What follows belongs to an exercise in optimizing a design on an open flow for small area and a short achievable clock period; a production flow would make more cautious choices.
Only simulation tests tie the RTL to the original design; equivalence was not proved.
Power figures rest on the tool's default switching activity, not on a simulated workload.

==> flow/design.v <==
module sqrt_16s (
    input         clk,
    input  [15:0] data_i,
    input         vld_i,
    output [15:0] data_o,
    output        vld_o
);
    function [6:0] tbl3;
        input [5:0] v;
        case (v)
            6'd0: tbl3 = {3'd0, 4'd0};
            6'd1: tbl3 = {3'd1, 4'd0};
            6'd2: tbl3 = {3'd1, 4'd1};
            6'd3: tbl3 = {3'd1, 4'd2};
            6'd4: tbl3 = {3'd2, 4'd0};
            6'd5: tbl3 = {3'd2, 4'd1};
            6'd6: tbl3 = {3'd2, 4'd2};
            6'd7: tbl3 = {3'd2, 4'd3};
            6'd8: tbl3 = {3'd2, 4'd4};
            6'd9: tbl3 = {3'd3, 4'd0};
            6'd10: tbl3 = {3'd3, 4'd1};
            6'd11: tbl3 = {3'd3, 4'd2};
            6'd12: tbl3 = {3'd3, 4'd3};
            6'd13: tbl3 = {3'd3, 4'd4};
            6'd14: tbl3 = {3'd3, 4'd5};
            6'd15: tbl3 = {3'd3, 4'd6};
            6'd16: tbl3 = {3'd4, 4'd0};
            6'd17: tbl3 = {3'd4, 4'd1};
            6'd18: tbl3 = {3'd4, 4'd2};
            6'd19: tbl3 = {3'd4, 4'd3};
            6'd20: tbl3 = {3'd4, 4'd4};
            6'd21: tbl3 = {3'd4, 4'd5};
            6'd22: tbl3 = {3'd4, 4'd6};
            6'd23: tbl3 = {3'd4, 4'd7};
            6'd24: tbl3 = {3'd4, 4'd8};
            6'd25: tbl3 = {3'd5, 4'd0};
            6'd26: tbl3 = {3'd5, 4'd1};
            6'd27: tbl3 = {3'd5, 4'd2};
            6'd28: tbl3 = {3'd5, 4'd3};
            6'd29: tbl3 = {3'd5, 4'd4};
            6'd30: tbl3 = {3'd5, 4'd5};
            6'd31: tbl3 = {3'd5, 4'd6};
            6'd32: tbl3 = {3'd5, 4'd7};
            6'd33: tbl3 = {3'd5, 4'd8};
            6'd34: tbl3 = {3'd5, 4'd9};
            6'd35: tbl3 = {3'd5, 4'd10};
            6'd36: tbl3 = {3'd6, 4'd0};
            6'd37: tbl3 = {3'd6, 4'd1};
            6'd38: tbl3 = {3'd6, 4'd2};
            6'd39: tbl3 = {3'd6, 4'd3};
            6'd40: tbl3 = {3'd6, 4'd4};
            6'd41: tbl3 = {3'd6, 4'd5};
            6'd42: tbl3 = {3'd6, 4'd6};
            6'd43: tbl3 = {3'd6, 4'd7};
            6'd44: tbl3 = {3'd6, 4'd8};
            6'd45: tbl3 = {3'd6, 4'd9};
            6'd46: tbl3 = {3'd6, 4'd10};
            6'd47: tbl3 = {3'd6, 4'd11};
            6'd48: tbl3 = {3'd6, 4'd12};
            6'd49: tbl3 = {3'd7, 4'd0};
            6'd50: tbl3 = {3'd7, 4'd1};
            6'd51: tbl3 = {3'd7, 4'd2};
            6'd52: tbl3 = {3'd7, 4'd3};
            6'd53: tbl3 = {3'd7, 4'd4};
            6'd54: tbl3 = {3'd7, 4'd5};
            6'd55: tbl3 = {3'd7, 4'd6};
            6'd56: tbl3 = {3'd7, 4'd7};
            6'd57: tbl3 = {3'd7, 4'd8};
            6'd58: tbl3 = {3'd7, 4'd9};
            6'd59: tbl3 = {3'd7, 4'd10};
            6'd60: tbl3 = {3'd7, 4'd11};
            6'd61: tbl3 = {3'd7, 4'd12};
            6'd62: tbl3 = {3'd7, 4'd13};
            6'd63: tbl3 = {3'd7, 4'd14};
            default: tbl3 = 7'bx;
        endcase
    endfunction
    wire [6:0] t3 = tbl3(data_i[15:10]);
    wire [2:0] q3 = t3[6:4];
    wire [3:0] r3 = t3[3:0];
    wire [9:0] x3 = data_i[9:0];
    wire [5:0] a4 = {r3, x3[9:8]};
    wire [5:0] b4 = {1'b0, q3, 2'b01};
    wire [5:0] g4_0 = ~a4 & b4;
    wire [5:0] p4_0 = ~a4 | b4;
    wire g4_1_1 = g4_0[1] | (p4_0[1] & g4_0[0]);
    wire p4_1_1 = p4_0[1] & p4_0[0];
    wire g4_1_3 = g4_0[3] | (p4_0[3] & g4_0[2]);
    wire p4_1_3 = p4_0[3] & p4_0[2];
    wire g4_1_5 = g4_0[5] | (p4_0[5] & g4_0[4]);
    wire p4_1_5 = p4_0[5] & p4_0[4];
    wire g4_2_3 = g4_1_3 | (p4_1_3 & g4_1_1);
    wire p4_2_3 = p4_1_3 & p4_1_1;
    wire g4_5_5 = g4_1_5 | (p4_1_5 & g4_2_3);
    wire p4_5_5 = p4_1_5 & p4_2_3;
    wire g4_6_2 = g4_0[2] | (p4_0[2] & g4_1_1);
    wire p4_6_2 = p4_0[2] & p4_1_1;
    wire g4_6_4 = g4_0[4] | (p4_0[4] & g4_2_3);
    wire p4_6_4 = p4_0[4] & p4_2_3;
    wire s4 = g4_5_5;
    wire [4:0] c4 = {g4_2_3, g4_6_2, g4_1_1, g4_0[0], 1'b0};
    wire [4:0] r4 = a4[4:0] ^ ({5{~s4}} & (b4[4:0] ^ c4));
    wire [3:0] q4 = {q3, ~s4};
    wire [7:0] x4 = x3[7:0];
    reg  [3:0] q_r4;
    always @(posedge clk) q_r4 <= q4;
    reg  [4:0] r_r4;
    always @(posedge clk) r_r4 <= r4;
    reg  [7:0] x_r4;
    always @(posedge clk) x_r4 <= x4;
    reg  [0:0] v_r4;
    always @(posedge clk) v_r4 <= vld_i;
    wire [6:0] a5 = {r_r4, x_r4[7:6]};
    wire [6:0] b5 = {1'b0, q_r4, 2'b01};
    wire [6:0] g5_0 = ~a5 & b5;
    wire [6:0] p5_0 = ~a5 | b5;
    wire g5_1_1 = g5_0[1] | (p5_0[1] & g5_0[0]);
    wire p5_1_1 = p5_0[1] & p5_0[0];
    wire g5_1_3 = g5_0[3] | (p5_0[3] & g5_0[2]);
    wire p5_1_3 = p5_0[3] & p5_0[2];
    wire g5_1_5 = g5_0[5] | (p5_0[5] & g5_0[4]);
    wire p5_1_5 = p5_0[5] & p5_0[4];
    wire g5_2_3 = g5_1_3 | (p5_1_3 & g5_1_1);
    wire p5_2_3 = p5_1_3 & p5_1_1;
    wire g5_5_5 = g5_1_5 | (p5_1_5 & g5_2_3);
    wire p5_5_5 = p5_1_5 & p5_2_3;
    wire g5_6_2 = g5_0[2] | (p5_0[2] & g5_1_1);
    wire p5_6_2 = p5_0[2] & p5_1_1;
    wire g5_6_4 = g5_0[4] | (p5_0[4] & g5_2_3);
    wire p5_6_4 = p5_0[4] & p5_2_3;
    wire g5_6_6 = g5_0[6] | (p5_0[6] & g5_5_5);
    wire p5_6_6 = p5_0[6] & p5_5_5;
    wire s5 = g5_6_6;
    wire [5:0] c5 = {g5_6_4, g5_2_3, g5_6_2, g5_1_1, g5_0[0], 1'b0};
    wire [5:0] r5 = a5[5:0] ^ ({6{~s5}} & (b5[5:0] ^ c5));
    wire [4:0] q5 = {q_r4, ~s5};
    wire [5:0] x5 = x_r4[5:0];
    reg  [4:0] q_r5;
    always @(posedge clk) q_r5 <= q5;
    reg  [5:0] r_r5;
    always @(posedge clk) r_r5 <= r5;
    reg  [5:0] x_r5;
    always @(posedge clk) x_r5 <= x5;
    reg  [0:0] v_r5;
    always @(posedge clk) v_r5 <= v_r4;
    wire [7:0] a6 = {r_r5, x_r5[5:4]};
    wire [7:0] b6 = {1'b0, q_r5, 2'b01};
    wire [7:0] g6_0 = ~a6 & b6;
    wire [7:0] p6_0 = ~a6 | b6;
    wire g6_1_1 = g6_0[1] | (p6_0[1] & g6_0[0]);
    wire p6_1_1 = p6_0[1] & p6_0[0];
    wire g6_1_3 = g6_0[3] | (p6_0[3] & g6_0[2]);
    wire p6_1_3 = p6_0[3] & p6_0[2];
    wire g6_1_5 = g6_0[5] | (p6_0[5] & g6_0[4]);
    wire p6_1_5 = p6_0[5] & p6_0[4];
    wire g6_1_7 = g6_0[7] | (p6_0[7] & g6_0[6]);
    wire p6_1_7 = p6_0[7] & p6_0[6];
    wire g6_2_3 = g6_1_3 | (p6_1_3 & g6_1_1);
    wire p6_2_3 = p6_1_3 & p6_1_1;
    wire g6_2_7 = g6_1_7 | (p6_1_7 & g6_1_5);
    wire p6_2_7 = p6_1_7 & p6_1_5;
    wire g6_3_7 = g6_2_7 | (p6_2_7 & g6_2_3);
    wire p6_3_7 = p6_2_7 & p6_2_3;
    wire g6_5_5 = g6_1_5 | (p6_1_5 & g6_2_3);
    wire p6_5_5 = p6_1_5 & p6_2_3;
    wire g6_6_2 = g6_0[2] | (p6_0[2] & g6_1_1);
    wire p6_6_2 = p6_0[2] & p6_1_1;
    wire g6_6_4 = g6_0[4] | (p6_0[4] & g6_2_3);
    wire p6_6_4 = p6_0[4] & p6_2_3;
    wire g6_6_6 = g6_0[6] | (p6_0[6] & g6_5_5);
    wire p6_6_6 = p6_0[6] & p6_5_5;
    wire s6 = g6_3_7;
    wire [6:0] c6 = {g6_5_5, g6_6_4, g6_2_3, g6_6_2, g6_1_1, g6_0[0], 1'b0};
    wire [6:0] r6 = a6[6:0] ^ ({7{~s6}} & (b6[6:0] ^ c6));
    wire [5:0] q6 = {q_r5, ~s6};
    wire [3:0] x6 = x_r5[3:0];
    reg  [5:0] q_r6;
    always @(posedge clk) q_r6 <= q6;
    reg  [6:0] r_r6;
    always @(posedge clk) r_r6 <= r6;
    reg  [3:0] x_r6;
    always @(posedge clk) x_r6 <= x6;
    reg  [0:0] v_r6;
    always @(posedge clk) v_r6 <= v_r5;
    wire [8:0] a7 = {r_r6, x_r6[3:2]};
    wire [8:0] b7 = {1'b0, q_r6, 2'b01};
    wire [8:0] g7_0 = ~a7 & b7;
    wire [8:0] p7_0 = ~a7 | b7;
    wire g7_1_1 = g7_0[1] | (p7_0[1] & g7_0[0]);
    wire p7_1_1 = p7_0[1] & p7_0[0];
    wire g7_1_3 = g7_0[3] | (p7_0[3] & g7_0[2]);
    wire p7_1_3 = p7_0[3] & p7_0[2];
    wire g7_1_5 = g7_0[5] | (p7_0[5] & g7_0[4]);
    wire p7_1_5 = p7_0[5] & p7_0[4];
    wire g7_1_7 = g7_0[7] | (p7_0[7] & g7_0[6]);
    wire p7_1_7 = p7_0[7] & p7_0[6];
    wire g7_2_3 = g7_1_3 | (p7_1_3 & g7_1_1);
    wire p7_2_3 = p7_1_3 & p7_1_1;
    wire g7_2_7 = g7_1_7 | (p7_1_7 & g7_1_5);
    wire p7_2_7 = p7_1_7 & p7_1_5;
    wire g7_3_7 = g7_2_7 | (p7_2_7 & g7_2_3);
    wire p7_3_7 = p7_2_7 & p7_2_3;
    wire g7_7_5 = g7_1_5 | (p7_1_5 & g7_2_3);
    wire p7_7_5 = p7_1_5 & p7_2_3;
    wire g7_8_2 = g7_0[2] | (p7_0[2] & g7_1_1);
    wire p7_8_2 = p7_0[2] & p7_1_1;
    wire g7_8_4 = g7_0[4] | (p7_0[4] & g7_2_3);
    wire p7_8_4 = p7_0[4] & p7_2_3;
    wire g7_8_6 = g7_0[6] | (p7_0[6] & g7_7_5);
    wire p7_8_6 = p7_0[6] & p7_7_5;
    wire g7_8_8 = g7_0[8] | (p7_0[8] & g7_3_7);
    wire p7_8_8 = p7_0[8] & p7_3_7;
    wire s7 = g7_8_8;
    wire [7:0] c7 = {g7_8_6, g7_7_5, g7_8_4, g7_2_3, g7_8_2, g7_1_1, g7_0[0], 1'b0};
    wire [7:0] r7 = a7[7:0] ^ ({8{~s7}} & (b7[7:0] ^ c7));
    wire [6:0] q7 = {q_r6, ~s7};
    wire [1:0] x7 = x_r6[1:0];
    reg  [6:0] q_r7;
    always @(posedge clk) q_r7 <= q7;
    reg  [7:0] r_r7;
    always @(posedge clk) r_r7 <= r7;
    reg  [1:0] x_r7;
    always @(posedge clk) x_r7 <= x7;
    reg  [0:0] v_r7;
    always @(posedge clk) v_r7 <= v_r6;
    wire [9:0] a8 = {r_r7, x_r7[1:0]};
    wire [9:0] b8 = {1'b0, q_r7, 2'b01};
    wire [9:0] g8_0 = ~a8 & b8;
    wire [9:0] p8_0 = ~a8 | b8;
    wire g8_1_1 = g8_0[1] | (p8_0[1] & g8_0[0]);
    wire p8_1_1 = p8_0[1] & p8_0[0];
    wire g8_1_3 = g8_0[3] | (p8_0[3] & g8_0[2]);
    wire p8_1_3 = p8_0[3] & p8_0[2];
    wire g8_1_5 = g8_0[5] | (p8_0[5] & g8_0[4]);
    wire p8_1_5 = p8_0[5] & p8_0[4];
    wire g8_1_7 = g8_0[7] | (p8_0[7] & g8_0[6]);
    wire p8_1_7 = p8_0[7] & p8_0[6];
    wire g8_1_9 = g8_0[9] | (p8_0[9] & g8_0[8]);
    wire p8_1_9 = p8_0[9] & p8_0[8];
    wire g8_2_3 = g8_1_3 | (p8_1_3 & g8_1_1);
    wire p8_2_3 = p8_1_3 & p8_1_1;
    wire g8_2_7 = g8_1_7 | (p8_1_7 & g8_1_5);
    wire p8_2_7 = p8_1_7 & p8_1_5;
    wire g8_3_7 = g8_2_7 | (p8_2_7 & g8_2_3);
    wire p8_3_7 = p8_2_7 & p8_2_3;
    wire g8_7_5 = g8_1_5 | (p8_1_5 & g8_2_3);
    wire p8_7_5 = p8_1_5 & p8_2_3;
    wire g8_7_9 = g8_1_9 | (p8_1_9 & g8_3_7);
    wire p8_7_9 = p8_1_9 & p8_3_7;
    wire g8_8_2 = g8_0[2] | (p8_0[2] & g8_1_1);
    wire p8_8_2 = p8_0[2] & p8_1_1;
    wire g8_8_4 = g8_0[4] | (p8_0[4] & g8_2_3);
    wire p8_8_4 = p8_0[4] & p8_2_3;
    wire g8_8_6 = g8_0[6] | (p8_0[6] & g8_7_5);
    wire p8_8_6 = p8_0[6] & p8_7_5;
    wire g8_8_8 = g8_0[8] | (p8_0[8] & g8_3_7);
    wire p8_8_8 = p8_0[8] & p8_3_7;
    wire s8 = g8_7_9;
    wire [8:0] c8 = {g8_3_7, g8_8_6, g8_7_5, g8_8_4, g8_2_3, g8_8_2, g8_1_1, g8_0[0], 1'b0};
    wire [8:0] r8 = a8[8:0] ^ ({9{~s8}} & (b8[8:0] ^ c8));
    wire [7:0] q8 = {q_r7, ~s8};
    reg  [7:0] q_r8;
    always @(posedge clk) q_r8 <= q8;
    reg  [8:0] r_r8;
    always @(posedge clk) r_r8 <= r8;
    reg  [0:0] v_r8;
    always @(posedge clk) v_r8 <= v_r7;
    wire [10:0] a9 = {r_r8, 2'b00};
    wire [10:0] b9 = {1'b0, q_r8, 2'b01};
    wire [10:0] g9_0 = ~a9 & b9;
    wire [10:0] p9_0 = ~a9 | b9;
    wire g9_1_1 = g9_0[1] | (p9_0[1] & g9_0[0]);
    wire p9_1_1 = p9_0[1] & p9_0[0];
    wire g9_1_3 = g9_0[3] | (p9_0[3] & g9_0[2]);
    wire p9_1_3 = p9_0[3] & p9_0[2];
    wire g9_1_5 = g9_0[5] | (p9_0[5] & g9_0[4]);
    wire p9_1_5 = p9_0[5] & p9_0[4];
    wire g9_1_7 = g9_0[7] | (p9_0[7] & g9_0[6]);
    wire p9_1_7 = p9_0[7] & p9_0[6];
    wire g9_1_9 = g9_0[9] | (p9_0[9] & g9_0[8]);
    wire p9_1_9 = p9_0[9] & p9_0[8];
    wire g9_2_3 = g9_1_3 | (p9_1_3 & g9_1_1);
    wire p9_2_3 = p9_1_3 & p9_1_1;
    wire g9_2_7 = g9_1_7 | (p9_1_7 & g9_1_5);
    wire p9_2_7 = p9_1_7 & p9_1_5;
    wire g9_3_7 = g9_2_7 | (p9_2_7 & g9_2_3);
    wire p9_3_7 = p9_2_7 & p9_2_3;
    wire g9_7_5 = g9_1_5 | (p9_1_5 & g9_2_3);
    wire p9_7_5 = p9_1_5 & p9_2_3;
    wire g9_7_9 = g9_1_9 | (p9_1_9 & g9_3_7);
    wire p9_7_9 = p9_1_9 & p9_3_7;
    wire g9_8_2 = g9_0[2] | (p9_0[2] & g9_1_1);
    wire p9_8_2 = p9_0[2] & p9_1_1;
    wire g9_8_4 = g9_0[4] | (p9_0[4] & g9_2_3);
    wire p9_8_4 = p9_0[4] & p9_2_3;
    wire g9_8_6 = g9_0[6] | (p9_0[6] & g9_7_5);
    wire p9_8_6 = p9_0[6] & p9_7_5;
    wire g9_8_8 = g9_0[8] | (p9_0[8] & g9_3_7);
    wire p9_8_8 = p9_0[8] & p9_3_7;
    wire g9_8_10 = g9_0[10] | (p9_0[10] & g9_7_9);
    wire p9_8_10 = p9_0[10] & p9_7_9;
    wire s9 = g9_8_10;
    wire [9:0] c9 = {g9_8_8, g9_3_7, g9_8_6, g9_7_5, g9_8_4, g9_2_3, g9_8_2, g9_1_1, g9_0[0], 1'b0};
    wire [9:0] r9 = a9[9:0] ^ ({10{~s9}} & (b9[9:0] ^ c9));
    wire [8:0] q9 = {q_r8, ~s9};
    reg  [8:0] q_r9;
    always @(posedge clk) q_r9 <= q9;
    reg  [9:0] r_r9;
    always @(posedge clk) r_r9 <= r9;
    reg  [0:0] v_r9;
    always @(posedge clk) v_r9 <= v_r8;
    wire [11:0] a10 = {r_r9, 2'b00};
    wire [11:0] b10 = {1'b0, q_r9, 2'b01};
    wire [11:0] g10_0 = ~a10 & b10;
    wire [11:0] p10_0 = ~a10 | b10;
    wire g10_1_1 = g10_0[1] | (p10_0[1] & g10_0[0]);
    wire p10_1_1 = p10_0[1] & p10_0[0];
    wire g10_1_3 = g10_0[3] | (p10_0[3] & g10_0[2]);
    wire p10_1_3 = p10_0[3] & p10_0[2];
    wire g10_1_5 = g10_0[5] | (p10_0[5] & g10_0[4]);
    wire p10_1_5 = p10_0[5] & p10_0[4];
    wire g10_1_7 = g10_0[7] | (p10_0[7] & g10_0[6]);
    wire p10_1_7 = p10_0[7] & p10_0[6];
    wire g10_1_9 = g10_0[9] | (p10_0[9] & g10_0[8]);
    wire p10_1_9 = p10_0[9] & p10_0[8];
    wire g10_1_11 = g10_0[11] | (p10_0[11] & g10_0[10]);
    wire p10_1_11 = p10_0[11] & p10_0[10];
    wire g10_2_3 = g10_1_3 | (p10_1_3 & g10_1_1);
    wire p10_2_3 = p10_1_3 & p10_1_1;
    wire g10_2_7 = g10_1_7 | (p10_1_7 & g10_1_5);
    wire p10_2_7 = p10_1_7 & p10_1_5;
    wire g10_2_11 = g10_1_11 | (p10_1_11 & g10_1_9);
    wire p10_2_11 = p10_1_11 & p10_1_9;
    wire g10_3_7 = g10_2_7 | (p10_2_7 & g10_2_3);
    wire p10_3_7 = p10_2_7 & p10_2_3;
    wire g10_6_11 = g10_2_11 | (p10_2_11 & g10_3_7);
    wire p10_6_11 = p10_2_11 & p10_3_7;
    wire g10_7_5 = g10_1_5 | (p10_1_5 & g10_2_3);
    wire p10_7_5 = p10_1_5 & p10_2_3;
    wire g10_7_9 = g10_1_9 | (p10_1_9 & g10_3_7);
    wire p10_7_9 = p10_1_9 & p10_3_7;
    wire g10_8_2 = g10_0[2] | (p10_0[2] & g10_1_1);
    wire p10_8_2 = p10_0[2] & p10_1_1;
    wire g10_8_4 = g10_0[4] | (p10_0[4] & g10_2_3);
    wire p10_8_4 = p10_0[4] & p10_2_3;
    wire g10_8_6 = g10_0[6] | (p10_0[6] & g10_7_5);
    wire p10_8_6 = p10_0[6] & p10_7_5;
    wire g10_8_8 = g10_0[8] | (p10_0[8] & g10_3_7);
    wire p10_8_8 = p10_0[8] & p10_3_7;
    wire g10_8_10 = g10_0[10] | (p10_0[10] & g10_7_9);
    wire p10_8_10 = p10_0[10] & p10_7_9;
    wire s10 = g10_6_11;
    wire [10:0] c10 = {g10_7_9, g10_8_8, g10_3_7, g10_8_6, g10_7_5, g10_8_4, g10_2_3, g10_8_2, g10_1_1, g10_0[0], 1'b0};
    wire [10:0] r10 = a10[10:0] ^ ({11{~s10}} & (b10[10:0] ^ c10));
    wire [9:0] q10 = {q_r9, ~s10};
    reg  [9:0] q_r10;
    always @(posedge clk) q_r10 <= q10;
    reg  [10:0] r_r10;
    always @(posedge clk) r_r10 <= r10;
    reg  [0:0] v_r10;
    always @(posedge clk) v_r10 <= v_r9;
    wire [12:0] a11 = {r_r10, 2'b00};
    wire [12:0] b11 = {1'b0, q_r10, 2'b01};
    wire [12:0] g11_0 = ~a11 & b11;
    wire [12:0] p11_0 = ~a11 | b11;
    wire g11_1_1 = g11_0[1] | (p11_0[1] & g11_0[0]);
    wire p11_1_1 = p11_0[1] & p11_0[0];
    wire g11_1_3 = g11_0[3] | (p11_0[3] & g11_0[2]);
    wire p11_1_3 = p11_0[3] & p11_0[2];
    wire g11_1_5 = g11_0[5] | (p11_0[5] & g11_0[4]);
    wire p11_1_5 = p11_0[5] & p11_0[4];
    wire g11_1_7 = g11_0[7] | (p11_0[7] & g11_0[6]);
    wire p11_1_7 = p11_0[7] & p11_0[6];
    wire g11_1_9 = g11_0[9] | (p11_0[9] & g11_0[8]);
    wire p11_1_9 = p11_0[9] & p11_0[8];
    wire g11_1_11 = g11_0[11] | (p11_0[11] & g11_0[10]);
    wire p11_1_11 = p11_0[11] & p11_0[10];
    wire g11_2_3 = g11_1_3 | (p11_1_3 & g11_1_1);
    wire p11_2_3 = p11_1_3 & p11_1_1;
    wire g11_2_7 = g11_1_7 | (p11_1_7 & g11_1_5);
    wire p11_2_7 = p11_1_7 & p11_1_5;
    wire g11_2_11 = g11_1_11 | (p11_1_11 & g11_1_9);
    wire p11_2_11 = p11_1_11 & p11_1_9;
    wire g11_3_7 = g11_2_7 | (p11_2_7 & g11_2_3);
    wire p11_3_7 = p11_2_7 & p11_2_3;
    wire g11_6_11 = g11_2_11 | (p11_2_11 & g11_3_7);
    wire p11_6_11 = p11_2_11 & p11_3_7;
    wire g11_7_5 = g11_1_5 | (p11_1_5 & g11_2_3);
    wire p11_7_5 = p11_1_5 & p11_2_3;
    wire g11_7_9 = g11_1_9 | (p11_1_9 & g11_3_7);
    wire p11_7_9 = p11_1_9 & p11_3_7;
    wire g11_8_2 = g11_0[2] | (p11_0[2] & g11_1_1);
    wire p11_8_2 = p11_0[2] & p11_1_1;
    wire g11_8_4 = g11_0[4] | (p11_0[4] & g11_2_3);
    wire p11_8_4 = p11_0[4] & p11_2_3;
    wire g11_8_6 = g11_0[6] | (p11_0[6] & g11_7_5);
    wire p11_8_6 = p11_0[6] & p11_7_5;
    wire g11_8_8 = g11_0[8] | (p11_0[8] & g11_3_7);
    wire p11_8_8 = p11_0[8] & p11_3_7;
    wire g11_8_10 = g11_0[10] | (p11_0[10] & g11_7_9);
    wire p11_8_10 = p11_0[10] & p11_7_9;
    wire g11_8_12 = g11_0[12] | (p11_0[12] & g11_6_11);
    wire p11_8_12 = p11_0[12] & p11_6_11;
    wire s11 = g11_8_12;
    wire [11:0] c11 = {g11_8_10, g11_7_9, g11_8_8, g11_3_7, g11_8_6, g11_7_5, g11_8_4, g11_2_3, g11_8_2, g11_1_1, g11_0[0], 1'b0};
    wire [11:0] r11 = a11[11:0] ^ ({12{~s11}} & (b11[11:0] ^ c11));
    wire [10:0] q11 = {q_r10, ~s11};
    reg  [10:0] q_r11;
    always @(posedge clk) q_r11 <= q11;
    reg  [11:0] r_r11;
    always @(posedge clk) r_r11 <= r11;
    reg  [0:0] v_r11;
    always @(posedge clk) v_r11 <= v_r10;
    wire [13:0] a12 = {r_r11, 2'b00};
    wire [13:0] b12 = {1'b0, q_r11, 2'b01};
    wire [13:0] g12_0 = ~a12 & b12;
    wire [13:0] p12_0 = ~a12 | b12;
    wire g12_1_1 = g12_0[1] | (p12_0[1] & g12_0[0]);
    wire p12_1_1 = p12_0[1] & p12_0[0];
    wire g12_1_3 = g12_0[3] | (p12_0[3] & g12_0[2]);
    wire p12_1_3 = p12_0[3] & p12_0[2];
    wire g12_1_5 = g12_0[5] | (p12_0[5] & g12_0[4]);
    wire p12_1_5 = p12_0[5] & p12_0[4];
    wire g12_1_7 = g12_0[7] | (p12_0[7] & g12_0[6]);
    wire p12_1_7 = p12_0[7] & p12_0[6];
    wire g12_1_9 = g12_0[9] | (p12_0[9] & g12_0[8]);
    wire p12_1_9 = p12_0[9] & p12_0[8];
    wire g12_1_11 = g12_0[11] | (p12_0[11] & g12_0[10]);
    wire p12_1_11 = p12_0[11] & p12_0[10];
    wire g12_1_13 = g12_0[13] | (p12_0[13] & g12_0[12]);
    wire p12_1_13 = p12_0[13] & p12_0[12];
    wire g12_2_3 = g12_1_3 | (p12_1_3 & g12_1_1);
    wire p12_2_3 = p12_1_3 & p12_1_1;
    wire g12_2_7 = g12_1_7 | (p12_1_7 & g12_1_5);
    wire p12_2_7 = p12_1_7 & p12_1_5;
    wire g12_2_11 = g12_1_11 | (p12_1_11 & g12_1_9);
    wire p12_2_11 = p12_1_11 & p12_1_9;
    wire g12_3_7 = g12_2_7 | (p12_2_7 & g12_2_3);
    wire p12_3_7 = p12_2_7 & p12_2_3;
    wire g12_6_11 = g12_2_11 | (p12_2_11 & g12_3_7);
    wire p12_6_11 = p12_2_11 & p12_3_7;
    wire g12_7_5 = g12_1_5 | (p12_1_5 & g12_2_3);
    wire p12_7_5 = p12_1_5 & p12_2_3;
    wire g12_7_9 = g12_1_9 | (p12_1_9 & g12_3_7);
    wire p12_7_9 = p12_1_9 & p12_3_7;
    wire g12_7_13 = g12_1_13 | (p12_1_13 & g12_6_11);
    wire p12_7_13 = p12_1_13 & p12_6_11;
    wire g12_8_2 = g12_0[2] | (p12_0[2] & g12_1_1);
    wire p12_8_2 = p12_0[2] & p12_1_1;
    wire g12_8_4 = g12_0[4] | (p12_0[4] & g12_2_3);
    wire p12_8_4 = p12_0[4] & p12_2_3;
    wire g12_8_6 = g12_0[6] | (p12_0[6] & g12_7_5);
    wire p12_8_6 = p12_0[6] & p12_7_5;
    wire g12_8_8 = g12_0[8] | (p12_0[8] & g12_3_7);
    wire p12_8_8 = p12_0[8] & p12_3_7;
    wire g12_8_10 = g12_0[10] | (p12_0[10] & g12_7_9);
    wire p12_8_10 = p12_0[10] & p12_7_9;
    wire g12_8_12 = g12_0[12] | (p12_0[12] & g12_6_11);
    wire p12_8_12 = p12_0[12] & p12_6_11;
    wire s12 = g12_7_13;
    wire [12:0] c12 = {g12_6_11, g12_8_10, g12_7_9, g12_8_8, g12_3_7, g12_8_6, g12_7_5, g12_8_4, g12_2_3, g12_8_2, g12_1_1, g12_0[0], 1'b0};
    wire [12:0] r12 = a12[12:0] ^ ({13{~s12}} & (b12[12:0] ^ c12));
    wire [11:0] q12 = {q_r11, ~s12};
    reg  [11:0] q_r12;
    always @(posedge clk) q_r12 <= q12;
    reg  [12:0] r_r12;
    always @(posedge clk) r_r12 <= r12;
    reg  [0:0] v_r12;
    always @(posedge clk) v_r12 <= v_r11;
    wire [14:0] a13 = {r_r12, 2'b00};
    wire [14:0] b13 = {1'b0, q_r12, 2'b01};
    wire [14:0] g13_0 = ~a13 & b13;
    wire [14:0] p13_0 = ~a13 | b13;
    wire g13_1_1 = g13_0[1] | (p13_0[1] & g13_0[0]);
    wire p13_1_1 = p13_0[1] & p13_0[0];
    wire g13_1_3 = g13_0[3] | (p13_0[3] & g13_0[2]);
    wire p13_1_3 = p13_0[3] & p13_0[2];
    wire g13_1_5 = g13_0[5] | (p13_0[5] & g13_0[4]);
    wire p13_1_5 = p13_0[5] & p13_0[4];
    wire g13_1_7 = g13_0[7] | (p13_0[7] & g13_0[6]);
    wire p13_1_7 = p13_0[7] & p13_0[6];
    wire g13_1_9 = g13_0[9] | (p13_0[9] & g13_0[8]);
    wire p13_1_9 = p13_0[9] & p13_0[8];
    wire g13_1_11 = g13_0[11] | (p13_0[11] & g13_0[10]);
    wire p13_1_11 = p13_0[11] & p13_0[10];
    wire g13_1_13 = g13_0[13] | (p13_0[13] & g13_0[12]);
    wire p13_1_13 = p13_0[13] & p13_0[12];
    wire g13_2_3 = g13_1_3 | (p13_1_3 & g13_1_1);
    wire p13_2_3 = p13_1_3 & p13_1_1;
    wire g13_2_7 = g13_1_7 | (p13_1_7 & g13_1_5);
    wire p13_2_7 = p13_1_7 & p13_1_5;
    wire g13_2_11 = g13_1_11 | (p13_1_11 & g13_1_9);
    wire p13_2_11 = p13_1_11 & p13_1_9;
    wire g13_3_7 = g13_2_7 | (p13_2_7 & g13_2_3);
    wire p13_3_7 = p13_2_7 & p13_2_3;
    wire g13_6_11 = g13_2_11 | (p13_2_11 & g13_3_7);
    wire p13_6_11 = p13_2_11 & p13_3_7;
    wire g13_7_5 = g13_1_5 | (p13_1_5 & g13_2_3);
    wire p13_7_5 = p13_1_5 & p13_2_3;
    wire g13_7_9 = g13_1_9 | (p13_1_9 & g13_3_7);
    wire p13_7_9 = p13_1_9 & p13_3_7;
    wire g13_7_13 = g13_1_13 | (p13_1_13 & g13_6_11);
    wire p13_7_13 = p13_1_13 & p13_6_11;
    wire g13_8_2 = g13_0[2] | (p13_0[2] & g13_1_1);
    wire p13_8_2 = p13_0[2] & p13_1_1;
    wire g13_8_4 = g13_0[4] | (p13_0[4] & g13_2_3);
    wire p13_8_4 = p13_0[4] & p13_2_3;
    wire g13_8_6 = g13_0[6] | (p13_0[6] & g13_7_5);
    wire p13_8_6 = p13_0[6] & p13_7_5;
    wire g13_8_8 = g13_0[8] | (p13_0[8] & g13_3_7);
    wire p13_8_8 = p13_0[8] & p13_3_7;
    wire g13_8_10 = g13_0[10] | (p13_0[10] & g13_7_9);
    wire p13_8_10 = p13_0[10] & p13_7_9;
    wire g13_8_12 = g13_0[12] | (p13_0[12] & g13_6_11);
    wire p13_8_12 = p13_0[12] & p13_6_11;
    wire g13_8_14 = g13_0[14] | (p13_0[14] & g13_7_13);
    wire p13_8_14 = p13_0[14] & p13_7_13;
    wire s13 = g13_8_14;
    wire [13:0] c13 = {g13_8_12, g13_6_11, g13_8_10, g13_7_9, g13_8_8, g13_3_7, g13_8_6, g13_7_5, g13_8_4, g13_2_3, g13_8_2, g13_1_1, g13_0[0], 1'b0};
    wire [13:0] r13 = a13[13:0] ^ ({14{~s13}} & (b13[13:0] ^ c13));
    wire [12:0] q13 = {q_r12, ~s13};
    reg  [12:0] q_r13;
    always @(posedge clk) q_r13 <= q13;
    reg  [13:0] r_r13;
    always @(posedge clk) r_r13 <= r13;
    reg  [0:0] v_r13;
    always @(posedge clk) v_r13 <= v_r12;
    wire [15:0] a14 = {r_r13, 2'b00};
    wire [15:0] b14 = {1'b0, q_r13, 2'b01};
    wire [15:0] g14_0 = ~a14 & b14;
    wire [15:0] p14_0 = ~a14 | b14;
    wire g14_1_1 = g14_0[1] | (p14_0[1] & g14_0[0]);
    wire p14_1_1 = p14_0[1] & p14_0[0];
    wire g14_1_3 = g14_0[3] | (p14_0[3] & g14_0[2]);
    wire p14_1_3 = p14_0[3] & p14_0[2];
    wire g14_1_5 = g14_0[5] | (p14_0[5] & g14_0[4]);
    wire p14_1_5 = p14_0[5] & p14_0[4];
    wire g14_1_7 = g14_0[7] | (p14_0[7] & g14_0[6]);
    wire p14_1_7 = p14_0[7] & p14_0[6];
    wire g14_1_9 = g14_0[9] | (p14_0[9] & g14_0[8]);
    wire p14_1_9 = p14_0[9] & p14_0[8];
    wire g14_1_11 = g14_0[11] | (p14_0[11] & g14_0[10]);
    wire p14_1_11 = p14_0[11] & p14_0[10];
    wire g14_1_13 = g14_0[13] | (p14_0[13] & g14_0[12]);
    wire p14_1_13 = p14_0[13] & p14_0[12];
    wire g14_1_15 = g14_0[15] | (p14_0[15] & g14_0[14]);
    wire p14_1_15 = p14_0[15] & p14_0[14];
    wire g14_2_3 = g14_1_3 | (p14_1_3 & g14_1_1);
    wire p14_2_3 = p14_1_3 & p14_1_1;
    wire g14_2_7 = g14_1_7 | (p14_1_7 & g14_1_5);
    wire p14_2_7 = p14_1_7 & p14_1_5;
    wire g14_2_11 = g14_1_11 | (p14_1_11 & g14_1_9);
    wire p14_2_11 = p14_1_11 & p14_1_9;
    wire g14_2_15 = g14_1_15 | (p14_1_15 & g14_1_13);
    wire p14_2_15 = p14_1_15 & p14_1_13;
    wire g14_3_7 = g14_2_7 | (p14_2_7 & g14_2_3);
    wire p14_3_7 = p14_2_7 & p14_2_3;
    wire g14_3_15 = g14_2_15 | (p14_2_15 & g14_2_11);
    wire p14_3_15 = p14_2_15 & p14_2_11;
    wire g14_4_15 = g14_3_15 | (p14_3_15 & g14_3_7);
    wire p14_4_15 = p14_3_15 & p14_3_7;
    wire g14_6_11 = g14_2_11 | (p14_2_11 & g14_3_7);
    wire p14_6_11 = p14_2_11 & p14_3_7;
    wire g14_7_5 = g14_1_5 | (p14_1_5 & g14_2_3);
    wire p14_7_5 = p14_1_5 & p14_2_3;
    wire g14_7_9 = g14_1_9 | (p14_1_9 & g14_3_7);
    wire p14_7_9 = p14_1_9 & p14_3_7;
    wire g14_7_13 = g14_1_13 | (p14_1_13 & g14_6_11);
    wire p14_7_13 = p14_1_13 & p14_6_11;
    wire g14_8_2 = g14_0[2] | (p14_0[2] & g14_1_1);
    wire p14_8_2 = p14_0[2] & p14_1_1;
    wire g14_8_4 = g14_0[4] | (p14_0[4] & g14_2_3);
    wire p14_8_4 = p14_0[4] & p14_2_3;
    wire g14_8_6 = g14_0[6] | (p14_0[6] & g14_7_5);
    wire p14_8_6 = p14_0[6] & p14_7_5;
    wire g14_8_8 = g14_0[8] | (p14_0[8] & g14_3_7);
    wire p14_8_8 = p14_0[8] & p14_3_7;
    wire g14_8_10 = g14_0[10] | (p14_0[10] & g14_7_9);
    wire p14_8_10 = p14_0[10] & p14_7_9;
    wire g14_8_12 = g14_0[12] | (p14_0[12] & g14_6_11);
    wire p14_8_12 = p14_0[12] & p14_6_11;
    wire g14_8_14 = g14_0[14] | (p14_0[14] & g14_7_13);
    wire p14_8_14 = p14_0[14] & p14_7_13;
    wire s14 = g14_4_15;
    wire [14:0] c14 = {g14_7_13, g14_8_12, g14_6_11, g14_8_10, g14_7_9, g14_8_8, g14_3_7, g14_8_6, g14_7_5, g14_8_4, g14_2_3, g14_8_2, g14_1_1, g14_0[0], 1'b0};
    wire [14:0] r14 = a14[14:0] ^ ({15{~s14}} & (b14[14:0] ^ c14));
    wire [13:0] q14 = {q_r13, ~s14};
    reg  [13:0] q_r14;
    always @(posedge clk) q_r14 <= q14;
    reg  [14:0] r_r14;
    always @(posedge clk) r_r14 <= r14;
    reg  [0:0] v_r14;
    always @(posedge clk) v_r14 <= v_r13;
    wire [16:0] a15 = {r_r14, 2'b00};
    wire [16:0] b15 = {1'b0, q_r14, 2'b01};
    wire [16:0] g15_0 = ~a15 & b15;
    wire [16:0] p15_0 = ~a15 | b15;
    wire g15_1_1 = g15_0[1] | (p15_0[1] & g15_0[0]);
    wire p15_1_1 = p15_0[1] & p15_0[0];
    wire g15_1_3 = g15_0[3] | (p15_0[3] & g15_0[2]);
    wire p15_1_3 = p15_0[3] & p15_0[2];
    wire g15_1_5 = g15_0[5] | (p15_0[5] & g15_0[4]);
    wire p15_1_5 = p15_0[5] & p15_0[4];
    wire g15_1_7 = g15_0[7] | (p15_0[7] & g15_0[6]);
    wire p15_1_7 = p15_0[7] & p15_0[6];
    wire g15_1_9 = g15_0[9] | (p15_0[9] & g15_0[8]);
    wire p15_1_9 = p15_0[9] & p15_0[8];
    wire g15_1_11 = g15_0[11] | (p15_0[11] & g15_0[10]);
    wire p15_1_11 = p15_0[11] & p15_0[10];
    wire g15_1_13 = g15_0[13] | (p15_0[13] & g15_0[12]);
    wire p15_1_13 = p15_0[13] & p15_0[12];
    wire g15_1_15 = g15_0[15] | (p15_0[15] & g15_0[14]);
    wire p15_1_15 = p15_0[15] & p15_0[14];
    wire g15_2_3 = g15_1_3 | (p15_1_3 & g15_1_1);
    wire p15_2_3 = p15_1_3 & p15_1_1;
    wire g15_2_7 = g15_1_7 | (p15_1_7 & g15_1_5);
    wire p15_2_7 = p15_1_7 & p15_1_5;
    wire g15_2_11 = g15_1_11 | (p15_1_11 & g15_1_9);
    wire p15_2_11 = p15_1_11 & p15_1_9;
    wire g15_2_15 = g15_1_15 | (p15_1_15 & g15_1_13);
    wire p15_2_15 = p15_1_15 & p15_1_13;
    wire g15_3_7 = g15_2_7 | (p15_2_7 & g15_2_3);
    wire p15_3_7 = p15_2_7 & p15_2_3;
    wire g15_3_15 = g15_2_15 | (p15_2_15 & g15_2_11);
    wire p15_3_15 = p15_2_15 & p15_2_11;
    wire g15_4_15 = g15_3_15 | (p15_3_15 & g15_3_7);
    wire p15_4_15 = p15_3_15 & p15_3_7;
    wire g15_8_11 = g15_2_11 | (p15_2_11 & g15_3_7);
    wire p15_8_11 = p15_2_11 & p15_3_7;
    wire g15_9_5 = g15_1_5 | (p15_1_5 & g15_2_3);
    wire p15_9_5 = p15_1_5 & p15_2_3;
    wire g15_9_9 = g15_1_9 | (p15_1_9 & g15_3_7);
    wire p15_9_9 = p15_1_9 & p15_3_7;
    wire g15_9_13 = g15_1_13 | (p15_1_13 & g15_8_11);
    wire p15_9_13 = p15_1_13 & p15_8_11;
    wire g15_10_2 = g15_0[2] | (p15_0[2] & g15_1_1);
    wire p15_10_2 = p15_0[2] & p15_1_1;
    wire g15_10_4 = g15_0[4] | (p15_0[4] & g15_2_3);
    wire p15_10_4 = p15_0[4] & p15_2_3;
    wire g15_10_6 = g15_0[6] | (p15_0[6] & g15_9_5);
    wire p15_10_6 = p15_0[6] & p15_9_5;
    wire g15_10_8 = g15_0[8] | (p15_0[8] & g15_3_7);
    wire p15_10_8 = p15_0[8] & p15_3_7;
    wire g15_10_10 = g15_0[10] | (p15_0[10] & g15_9_9);
    wire p15_10_10 = p15_0[10] & p15_9_9;
    wire g15_10_12 = g15_0[12] | (p15_0[12] & g15_8_11);
    wire p15_10_12 = p15_0[12] & p15_8_11;
    wire g15_10_14 = g15_0[14] | (p15_0[14] & g15_9_13);
    wire p15_10_14 = p15_0[14] & p15_9_13;
    wire g15_10_16 = g15_0[16] | (p15_0[16] & g15_4_15);
    wire p15_10_16 = p15_0[16] & p15_4_15;
    wire s15 = g15_10_16;
    wire [15:0] c15 = {g15_10_14, g15_9_13, g15_10_12, g15_8_11, g15_10_10, g15_9_9, g15_10_8, g15_3_7, g15_10_6, g15_9_5, g15_10_4, g15_2_3, g15_10_2, g15_1_1, g15_0[0], 1'b0};
    wire [15:0] r15 = a15[15:0] ^ ({16{~s15}} & (b15[15:0] ^ c15));
    wire [14:0] q15 = {q_r14, ~s15};
    reg  [14:0] q_r15;
    always @(posedge clk) q_r15 <= q15;
    reg  [15:0] r_r15;
    always @(posedge clk) r_r15 <= r15;
    reg  [0:0] v_r15;
    always @(posedge clk) v_r15 <= v_r14;
    wire [17:0] a16 = {r_r15, 2'b00};
    wire [17:0] b16 = {1'b0, q_r15, 2'b01};
    wire [17:0] g16_0 = ~a16 & b16;
    wire [17:0] p16_0 = ~a16 | b16;
    wire g16_1_1 = g16_0[1] | (p16_0[1] & g16_0[0]);
    wire p16_1_1 = p16_0[1] & p16_0[0];
    wire g16_1_3 = g16_0[3] | (p16_0[3] & g16_0[2]);
    wire p16_1_3 = p16_0[3] & p16_0[2];
    wire g16_1_5 = g16_0[5] | (p16_0[5] & g16_0[4]);
    wire p16_1_5 = p16_0[5] & p16_0[4];
    wire g16_1_7 = g16_0[7] | (p16_0[7] & g16_0[6]);
    wire p16_1_7 = p16_0[7] & p16_0[6];
    wire g16_1_9 = g16_0[9] | (p16_0[9] & g16_0[8]);
    wire p16_1_9 = p16_0[9] & p16_0[8];
    wire g16_1_11 = g16_0[11] | (p16_0[11] & g16_0[10]);
    wire p16_1_11 = p16_0[11] & p16_0[10];
    wire g16_1_13 = g16_0[13] | (p16_0[13] & g16_0[12]);
    wire p16_1_13 = p16_0[13] & p16_0[12];
    wire g16_1_15 = g16_0[15] | (p16_0[15] & g16_0[14]);
    wire p16_1_15 = p16_0[15] & p16_0[14];
    wire g16_1_17 = g16_0[17] | (p16_0[17] & g16_0[16]);
    wire p16_1_17 = p16_0[17] & p16_0[16];
    wire g16_2_3 = g16_1_3 | (p16_1_3 & g16_1_1);
    wire p16_2_3 = p16_1_3 & p16_1_1;
    wire g16_2_7 = g16_1_7 | (p16_1_7 & g16_1_5);
    wire p16_2_7 = p16_1_7 & p16_1_5;
    wire g16_2_11 = g16_1_11 | (p16_1_11 & g16_1_9);
    wire p16_2_11 = p16_1_11 & p16_1_9;
    wire g16_2_15 = g16_1_15 | (p16_1_15 & g16_1_13);
    wire p16_2_15 = p16_1_15 & p16_1_13;
    wire g16_3_7 = g16_2_7 | (p16_2_7 & g16_2_3);
    wire p16_3_7 = p16_2_7 & p16_2_3;
    wire g16_3_15 = g16_2_15 | (p16_2_15 & g16_2_11);
    wire p16_3_15 = p16_2_15 & p16_2_11;
    wire g16_4_15 = g16_3_15 | (p16_3_15 & g16_3_7);
    wire p16_4_15 = p16_3_15 & p16_3_7;
    wire g16_8_11 = g16_2_11 | (p16_2_11 & g16_3_7);
    wire p16_8_11 = p16_2_11 & p16_3_7;
    wire g16_9_5 = g16_1_5 | (p16_1_5 & g16_2_3);
    wire p16_9_5 = p16_1_5 & p16_2_3;
    wire g16_9_9 = g16_1_9 | (p16_1_9 & g16_3_7);
    wire p16_9_9 = p16_1_9 & p16_3_7;
    wire g16_9_13 = g16_1_13 | (p16_1_13 & g16_8_11);
    wire p16_9_13 = p16_1_13 & p16_8_11;
    wire g16_9_17 = g16_1_17 | (p16_1_17 & g16_4_15);
    wire p16_9_17 = p16_1_17 & p16_4_15;
    wire g16_10_2 = g16_0[2] | (p16_0[2] & g16_1_1);
    wire p16_10_2 = p16_0[2] & p16_1_1;
    wire g16_10_4 = g16_0[4] | (p16_0[4] & g16_2_3);
    wire p16_10_4 = p16_0[4] & p16_2_3;
    wire g16_10_6 = g16_0[6] | (p16_0[6] & g16_9_5);
    wire p16_10_6 = p16_0[6] & p16_9_5;
    wire g16_10_8 = g16_0[8] | (p16_0[8] & g16_3_7);
    wire p16_10_8 = p16_0[8] & p16_3_7;
    wire g16_10_10 = g16_0[10] | (p16_0[10] & g16_9_9);
    wire p16_10_10 = p16_0[10] & p16_9_9;
    wire g16_10_12 = g16_0[12] | (p16_0[12] & g16_8_11);
    wire p16_10_12 = p16_0[12] & p16_8_11;
    wire g16_10_14 = g16_0[14] | (p16_0[14] & g16_9_13);
    wire p16_10_14 = p16_0[14] & p16_9_13;
    wire g16_10_16 = g16_0[16] | (p16_0[16] & g16_4_15);
    wire p16_10_16 = p16_0[16] & p16_4_15;
    wire s16 = g16_9_17;
    wire [15:0] q16 = {q_r15, ~s16};
    reg  [15:0] q_r16;
    always @(posedge clk) q_r16 <= q16;
    reg  [0:0] v_r16;
    always @(posedge clk) v_r16 <= v_r15;
    assign data_o = q_r16;
    assign vld_o  = v_r16;
endmodule
==> flow/flow/run.sh <==
#!/bin/bash
# The standard layout (the standard.sh: ORFS synthesis to final), with buf_2
# cells as the port buffers and a clock tree of clkbuf_8 without dummy loads.
bash standard.sh \
  "BUFFER_PORTS_ARGS=-buffer_cell sky130_fd_sc_hd__buf_2" \
  "CTS_ARGS=-sink_clustering_enable -repair_clock_nets -dont_use_dummy_load -buf_list {sky130_fd_sc_hd__clkbuf_4 sky130_fd_sc_hd__clkbuf_8} -sink_clustering_size 14 -sink_clustering_max_diameter 50" \
  finish > standard.log 2>&1
==> flow/standard.sh <==
#!/bin/bash
# synth_recipe.tcl (not shown) runs the flow's synth.tcl, then flattens the netlist and writes it again
# the make line also repeats each setting of config.mk as NAME=value (left out here)
make -C /OpenROAD-flow-scripts/flow DESIGN_CONFIG=/design/flow/config.mk WORK_HOME=/design/flow/orfs CLKGATE_MAP_FILE= SYNTH_SCRIPT=/design/flow/synth_recipe.tcl "${@:-finish}"
==> flow/config.mk <==
export PLATFORM = sky130hd
export DESIGN_NAME = sqrt_16s
export DESIGN_NICKNAME = sqrt_16s
export VERILOG_FILES = /design/flow/design.v
export SDC_FILE = /design/flow/constraint.sdc
export NUM_CORES = 4
export LEC_CHECK = 0
export ABC_AREA = 1
export CAP_MARGIN = 20
export CORE_MARGIN = 2
export CORE_UTILIZATION = 40
export SETUP_SLACK_MARGIN = 1.1
export SLEW_MARGIN = 20
==> flow/constraint.sdc <==
create_clock -name core_clock -period 3.0 [get_ports {clk}]
set_input_delay 0.6000 -clock core_clock [delete_from_list [all_inputs] [get_ports {clk}]]
set_output_delay 0.6000 -clock core_clock [all_outputs]
set_load 0.01 [all_outputs]
==> reports/metrics.csv, run 1 <==
metric,value,unit
Final #Nets,1534,
ys flop type,dfxtp_1,
Clock Path Buffers,3,
Clk Tree Root Cell,clkbuf_8,
htree depth,1,
Tmin final,1.76,ns
Synth Instances,1443,
crit end category,flop,
Initial Utilization,0.408,
drt pass-1 iters,6,
GRT Util Overall,0.127,
Die Width,173,um
Yosys warnings,1,
clk slew on worst S/H paths,0.09,ns
wire per inst,10.1,um
syn_nets,1470,
CTS Hold Bufs,0,
Worst setup SP type,flop,
Overall Power,0.0155,W
CP arrival,2.20,ns
vias per cell,4.44,
hold crit path type,in -> reg,
area grow syn2layout,11.0,%
Hold EP,v_r4$_DFF_P_,
final hold slack,0.149,ns
antenna diode count,0,
Worst-Margin Slew,0.729,ns
Top-Level Pins,35,
post-synthesis cell type count,41,
Power Dens Cells,1230,mW/mm^2
Clock Latency Late Sink,0.58,ns
clock skew,0.0712,ns
R2R Setup Slk,1.24,ns
number of antenna violations at the first check in global routing,0,
Slew Limit Headroom,0.514,
largest net degree at the start of global routing,17,
asr flop ratio synth,0,
Worst EP required,3.44,ns
placed cell areas,0.0120,sq mm
Die Ht,173,um
Worst Reg-to-Reg Cells,12,
hold depth,1,
status,no timing/DRC/antenna violations,
# Max-Cap Violations,0,
critical path peak fanout,7,
worst reg2reg endpoint,r_r8[1]$_DFF_P_,
GP Congestion,0.793,
final worst-path cycle share,0.586,
HPWL after DPL,14500,um
"Hold Vio Cnt, Final",0,
GRT overflow,0,
first-pass GRT wire length,32800,um
DRC,0,
Fin Setup TNS,0,ns
drt total wl,18900,um
Hold Crit Start,vld_i,
RSZ-0062 raised after global routing,false,
Util after Layout,0.453,
clock sinks,275,
antenna violation net count after detailed routing,0,
row count,61,
Mapped Avg Cell Area,7.88,sq um
Final Max Tran Viols,0,
TritonCTS clock tree,yes,
sequential area share after synthesis,0.484,
Finished Cell Area,0.0126,sq mm
vias in the first global route,7819,
LEAKAGE,6.40,nW
post-synthesis register bit count,275,
final setup fails,0,
Num CTS Buffers,29,
core area,0.0279,sq mm
Post-synth EDFFs,0,
Fmax,569,MHz
layout cell share with drive strength beyond 1,0.128,
Iter 0 DRT Violations,318,
die area,0.0298,sq mm
maximum VDD drop,523,uV
vias,8364,
Synth Cell Area,0.0114,sq mm
Port Buffers,34,
kind of critical path,reg -> reg,
worst flop-to-flop path startpoint,x_r7[0]$_DFF_P_,
[worst max-delay path: stages, from the launching register on]
cell,delay [ns]
dfxtp_1,0.31
inv_2,0.06
nand2_2,0.06
a21oi_2,0.17
nand2_2,0.10
a21oi_4,0.21
nand3_2,0.12
nand2_2,0.10
nand2_4,0.07
nand2_4,0.08
inv_4,0.06
ha_1,0.19
xor2_1,0.14
[registers in the layout, indices dropped and copies added, names as in the netlist, 9 cells and up]
register,cells
q_r15,15
q_r11,11
q_r10,10
r_r13,12
r_r10,9
q_r12,12
r_r15,14
r_r14,13
r_r12,11
r_r11,10
q_r14,14
r_r8,9
q_r9,9
q_r13,13
q_r16,16
[logic make-up after synthesis]
logic type,Yosys count,synth area share
AO/OA/AOI/OAI,146,0.0774
XOR/XNOR,111,0.0855
AND/OR/NAND/NOR,639,0.250
flip-flops,275,0.484
buffers and inverters,260,0.0899
adder cells (fa/ha/maj),12,0.0125
[cell usage in the layout (no fill, tap or decap), drive strengths merged]
master,instances
a21boi,3
xor2,90
clkbuf,29
nor2,82
ha,9
o221ai,1
o22ai,4
o21a,1
a21oi,44
dfxtp,275
nand3,118
o21bai,2
nand3b,11
a221oi,4
nor3,5
nand4,16
a211oi,1
or2,21
clkinv,1
inv,252
o21ai,78
xnor2,21
a31oi,1
maj3,3
o221a,1
buf,40
nand2,385
o211ai,6
and2,1
[cells in the mapped netlist, types with 5 or more instances]
library cell | instances | area (sq um)
nand3_2 | 13 | 130
or2_2 | 17 | 106
o211ai_1 | 5 | 37.5
nor3_1 | 5 | 25.0
inv_2 | 10 | 37.5
nand4_1 | 16 | 100
nand2_2 | 20 | 125
o21ai_1 | 7 | 35.0
inv_1 | 243 | 912
ha_1 | 9 | 113
nand2_1 | 361 | 1360
nand3_1 | 105 | 526
nand3b_1 | 11 | 82.6
buf_6 | 6 | 67.6
a21oi_2 | 7 | 61.3
nor2_2 | 5 | 31.3
o21ai_0 | 66 | 330
dfxtp_1 | 275 | 5510
xnor2_1 | 21 | 184
nor2_1 | 77 | 289
a21oi_1 | 36 | 180
xor2_1 | 90 | 788
[power by group]
group | switching (W) | internal (W) | leakage, nW
sequential | 0.000907 | 0.00517 | 2.32
clock | 0.00114 | 0.000853 | 0.209
combinational | 0.00451 | 0.00294 | 3.87
total | 0.00655 | 0.00896 | 6.40
[how the worst max path moves through the flow]
stage	slack [ns]	startpoint	cells past startpoint	endpoint
after floorplan	1.05	data_i[10]	12	r_r4[1]$_DFF_P_
after global placement	0.74	data_i[11]	13	r_r4[1]$_DFF_P_
after detailed placement	0.66	data_i[11]	13	r_r4[1]$_DFF_P_
after CTS	1.11	q_r7[0]$_DFF_P_	11	r_r8[1]$_DFF_P_
after global routing	1.08	q_r11[4]$_DFF_P_	12	r_r12[2]$_DFF_P_
final	1.24	x_r7[0]$_DFF_P_	12	r_r8[1]$_DFF_P_
[final cells by class]
type | count | area [sq um]
tap | 378 | 473
inverter | 253 | 970
sequential | 275 | 5510
multi-input combinational | 908 | 5050
clock buffer | 29 | 399
timing repair buffer | 40 | 215
fill | 2741 | 15200
[layer usage]
layer / GRT usage / vias to the layer above / share of wire
li1: - / 4567 / -
met1: 0.137 / 3661 / 0.43
met2: 0.245 / 98 / 0.51
met3: 0.0202 / 38 / 0.028
met4: 0.0513 / 0 / 0.039
met5: 0 / - / 0
[through the flow]
stage	std cells	worst slack, ns
3_3_place_gp	1848	0.743
5_1_grt	1883	1.08
4_1_cts	1877	1.11
3_5_place_dp	1848	0.663
2_1_floorplan	1443	1.05
6_report	1883	1.24
[timing repair]
item | 4_1_cts | 5_1_grt
setup endpoints to repair | 0 | 72
gates resized for setup | 0 | 51
buffers inserted | 0 | 6
==> run 2: changes to the inputs <==
==> flow/flow/run.sh (replaced) <==
#!/bin/bash
# The standard layout (standard.sh: ORFS from synthesis to the final layout) with:
#  - ADDER_MAP_FILE empty: Yosys does not extract full/half-adder cells, so ABC maps
#    all the logic itself (the registers are the same as in the standard synthesis);
#  - buf_2 cells as the input and output port buffers;
#  - a clock tree of clkbuf_8 cells without dummy loads.
# Everything ORFS prints goes to standard.log in this folder; each step's own log stays
# under orfs/logs/.
bash standard.sh \
  "ADDER_MAP_FILE=" \
  "BUFFER_PORTS_ARGS=-buffer_cell sky130_fd_sc_hd__buf_2" \
  "CTS_ARGS=-sink_clustering_enable -repair_clock_nets -dont_use_dummy_load -buf_list sky130_fd_sc_hd__clkbuf_8 -sink_clustering_size 14 -sink_clustering_max_diameter 50" \
  finish > standard.log 2>&1
==> run 2 against run 1 <==
  * Still clean on timing, DRC and antenna
  * Maximum frequency is 1.2% lower
  * Sequential power about the same
  * Area after synthesis decreased by 0.84%
  * Synthesized cell count down 1.6%
  * Via count down 1.6%
  * Worst hold slack worse by 0.0047 ns
  * Total power fell by 0.92%
  * Routed wire length is 2.7% lower
  * Largest power group unchanged
==> reports/metrics.csv, run 2 <==
metric,value,unit,change
CTS Hold Bufs,0,,unchanged
Top reg by flops,q_r16,,unchanged
clock sinks,275,,unchanged
Slew Limit Headroom,0.701,,was 0.514
LEAKAGE,6.25,nW,was 6.40 nW
worst flop-to-flop path startpoint,q_r11[3]$_DFF_P_,,was x_r7[0]$_DFF_P_
Regs by FF count,"q_r16 (16), q_r15 (15)",,unchanged
vias per cell,4.43,,was 4.44
Synth Instances,1420,,was 1443
largest cells by area after synthesis,"dfxtp_1, nand2_1, inv_1, xor2_1, nand3_1",,unchanged
HPWL after DPL,14400,um,was 14500 um
Int Power,0.00892,W,was 0.00896 W
Tmin final,1.78,ns,was 1.76 ns
GRT Util Overall,0.128,,was 0.127
Yosys warnings,1,,unchanged
Die Width,172,um,was 173 um
htree depth,1,,unchanged
Fmax,562,MHz,was 569 MHz
asr flop ratio synth,0,,unchanged
antenna violation net count after detailed routing,0,,unchanged
wire per inst,9.92,um,was 10.1 um
"leading cell type in the layout, fill and taps excluded",nand2_1,,unchanged
core area,0.0278,sq mm,was 0.0279 sq mm
R2R Setup Slk,1.22,ns,was 1.24 ns
kind of critical path,reg -> reg,,unchanged
GRT overflow,0,,unchanged
clk slew on worst S/H paths,0.08,ns,was 0.09 ns
Clock Path Buffers,3,,unchanged
Overall Power,0.0154,W,was 0.0155 W
first-pass GRT wire length,31700,um,was 32800 um
clock skew,0.0465,ns,was 0.0712 ns
vias in the first global route,7664,,was 7819
Final Max Tran Viols,0,,unchanged
hold crit path type,in -> reg,,unchanged
row count,61,,unchanged
hold depth,1,,unchanged
"Hold Vio Cnt, Final",0,,unchanged
DRC,0,,unchanged
status,no timing/DRC/antenna violations,,unchanged
Power Dens Cells,1250,mW/mm^2,was 1230 mW/mm^2
combinational fraction of design power,0.482,,was 0.480
Sw Share,0.420,,was 0.422
Die Ht,172,um,was 173 um
largest net degree at the start of global routing,20,,was 17
placed cell areas,0.0118,sq mm,was 0.0120 sq mm
final hold slack,0.144,ns,was 0.149 ns
Iter 0 DRT Violations,288,,was 318
maximum VDD drop,540,uV,was 523 uV
number of antenna violations at the first check in global routing,0,,unchanged
Port Buffers,34,,unchanged
worst reg2reg endpoint,r_r12[4]$_DFF_P_,,was r_r8[1]$_DFF_P_
cell with the most instances after synthesis,nand2_1,,unchanged
TritonCTS clock tree,yes,,unchanged
Post-synth EDFFs,0,,unchanged
drt pass-1 iters,4,,was 6
final setup fails,0,,unchanged
RSZ-0062 raised after global routing,true,,was false
Post-synth top cells,"nand2_1, dfxtp_1, inv_1, xor2_1",,"was nand2_1, dfxtp_1, inv_1, nand3_1, xor2_1"
critical path peak fanout,7,,unchanged
Finished Cell Area,0.0123,sq mm,was 0.0126 sq mm
sequential power share,0.395,,was 0.392
Mapped Avg Cell Area,7.94,sq um,was 7.88 sq um
Fin Setup TNS,0,ns,unchanged
most frequent cells in the layout,"nand2_1, dfxtp_1, inv_1, xor2_1, nand3_1",,"was nand2_1, dfxtp_1, inv_1, nand3_1, xor2_1"
area grow syn2layout,9.16,%,was 11.0%
Initial Utilization,0.406,,was 0.408
Synth Cell Area,0.0113,sq mm,was 0.0114 sq mm
"area leader, netlist",dfxtp_1,,unchanged
final worst-path cycle share,0.594,,was 0.586
Hold Crit Start,data_i[6],,was vld_i
# Max-Cap Violations,0,,unchanged
Largest register FFs,16,,unchanged
CP arrival,2.22,ns,was 2.20 ns
Worst EP required,3.44,ns,about the same
Clk Tree Root Cell,clkbuf_8,,unchanged
post-synth top area share,0.488,,was 0.484
Worst Reg-to-Reg Cells,12,,unchanged
crit end category,flop,,unchanged
drt total wl,18400,um,was 18900 um
fill count,2781,,was 2741
Worst setup SP type,flop,,unchanged
syn_nets,1438,,was 1470
Top-Level Pins,35,,unchanged
clock power share,0.123,,was 0.128
sw power,0.00645,W,was 0.00655 W
Hold EP,x_r4[6]$_DFF_P_,,was v_r4$_DFF_P_
post-synthesis cell type count,46,,was 41
layout cell share with drive strength beyond 1,0.109,,was 0.128
antenna diode count,0,,unchanged
Num CTS Buffers,27,,was 29
Final #Nets,1500,,was 1534
Clock Latency Late Sink,0.55,ns,was 0.58 ns
Util after Layout,0.443,,was 0.453
die area,0.0295,sq mm,was 0.0298 sq mm
ys flop type,dfxtp_1,,unchanged
GP Congestion,0.787,,was 0.793
vias,8226,,was 8364
Worst-Margin Slew,0.444,ns,was 0.729 ns
post-synthesis register bit count,275,,unchanged
sequential area share after synthesis,0.488,,was 0.484
## run 2: stage by stage
stage / std cells / setup slack (ns)
2_1_floorplan: 1420 / 1.23
3_3_place_gp: 1824 / 1.02
3_5_place_dp: 1824 / 0.971
4_1_cts: 1851 / 1.15
5_1_grt: 1858 / 1.03
6_report: 1858 / 1.22
## run 2: cell families (layout without fill, tap and decap cells)
group                    after synthesis  after routing  share of synthesized area
AO/OA/AOI/OAI                        168            168                     0.0888
XOR/XNOR                             123            123                     0.0962
buffers and inverters                254            313                     0.0897
AND/OR/NAND/NOR                      599            600                      0.236
flip-flops                           275            275                      0.488
adder cells (fa/ha/maj)                1              1                   0.000999
## run 2: repair_timing
action | in CTS | in global routing
hold endpoints to repair | 0 | 0
setup endpoints to repair | 3 | 42
gates cloned | 0 | 1
pin swaps | 0 | 4
setup buffers | 0 | 6
resized for setup | 1 | 9
## run 2: cell type report
type,instances,area (sq um),area share
Clock buffer,27,372,0.0302
Inverter,246,926,0.0752
Multi-Input combinational cell,892,4810,0.391
Sequential cell,275,5510,0.447
Tap cell,378,473,0.0384
Timing Repair Buffer,40,215,0.0175
## run 2: layer usage
| layer | track usage | share of wire | vias up |
|---|---|---|---|
| met4 | 0.0435 | 0.032 | 0 |
| met2 | 0.262 | 0.52 | 94 |
| li1 | - | - | 4497 |
| met5 | 0 | 0 | - |
| met3 | 0.0222 | 0.031 | 40 |
| met1 | 0.129 | 0.42 | 3595 |
## run 2: worst max-delay path, stage by stage, from the launching register on
cell and delay [ns]:
dfxtp_1 0.34, inv_1 0.07, nand2_1 0.06, inv_1 0.06
o21ai_0 0.08, nand2_1 0.11, nand3b_4 0.11, nand3_1 0.11
nand2_2 0.10, a21boi_4 0.25, buf_4 0.19, nand2_1 0.06
xor2_1 0.14
## run 2: worst max path at each step
stage                                 from          endpoint  slack, ns  cells past startpoint
after floorplan                 data_i[14]   r_r4[2]$_DFF_P_       1.23                     13
after global placement          data_i[13]   r_r4[4]$_DFF_P_       1.02                     15
after detailed placement        data_i[13]   r_r4[1]$_DFF_P_       0.97                     15
after CTS                 q_r11[3]$_DFF_P_  r_r12[9]$_DFF_P_       1.15                     12
after global routing      q_r11[3]$_DFF_P_  r_r12[9]$_DFF_P_       1.03                     12
final                     q_r11[3]$_DFF_P_  r_r12[4]$_DFF_P_       1.22                     12
## run 2: power by group through the flow
stage                     clock, W  combinational, W  sequential [W]
after detailed placement         0           0.00726         0.00617
after global routing       0.00213           0.00859         0.00627
final                      0.00189           0.00741         0.00607
after floorplan                  0           0.00615         0.00596
after CTS                  0.00200           0.00730         0.00609
after global placement           0           0.00709         0.00616

==> port drivers added, routing unchanged <==
In the flow no input, the clock included, has a driving cell. The finished layouts below were timed again as built, in two steps.
Step 1, drivers: a clkbuf_16 drives clk and a buf_2 each remaining input, both assumed.
Step 2, shift: input delay + t, output delay - t, t = (earliest + latest rising clock arrival at the registers) / 2. This alone moves slack from input paths to output paths.
Three values: ideal ports, drivers, drivers and shift; two values: the first two.
run | shift t [ns] | slack for setup (ns) | slew at the worst register clock pin (ns)
run 1 | 0.590 | 1.241 / 1.241 / 0.681 | 0.09 / 0.09
run 2 | 0.570 | 1.219 / 1.219 / 0.995 | 0.09 / 0.09
After both steps every run listed still meets setup and hold. The setup slack of run 1, which loses most, moves by 0.000 ns with the drivers and by -0.560 ns with both steps.
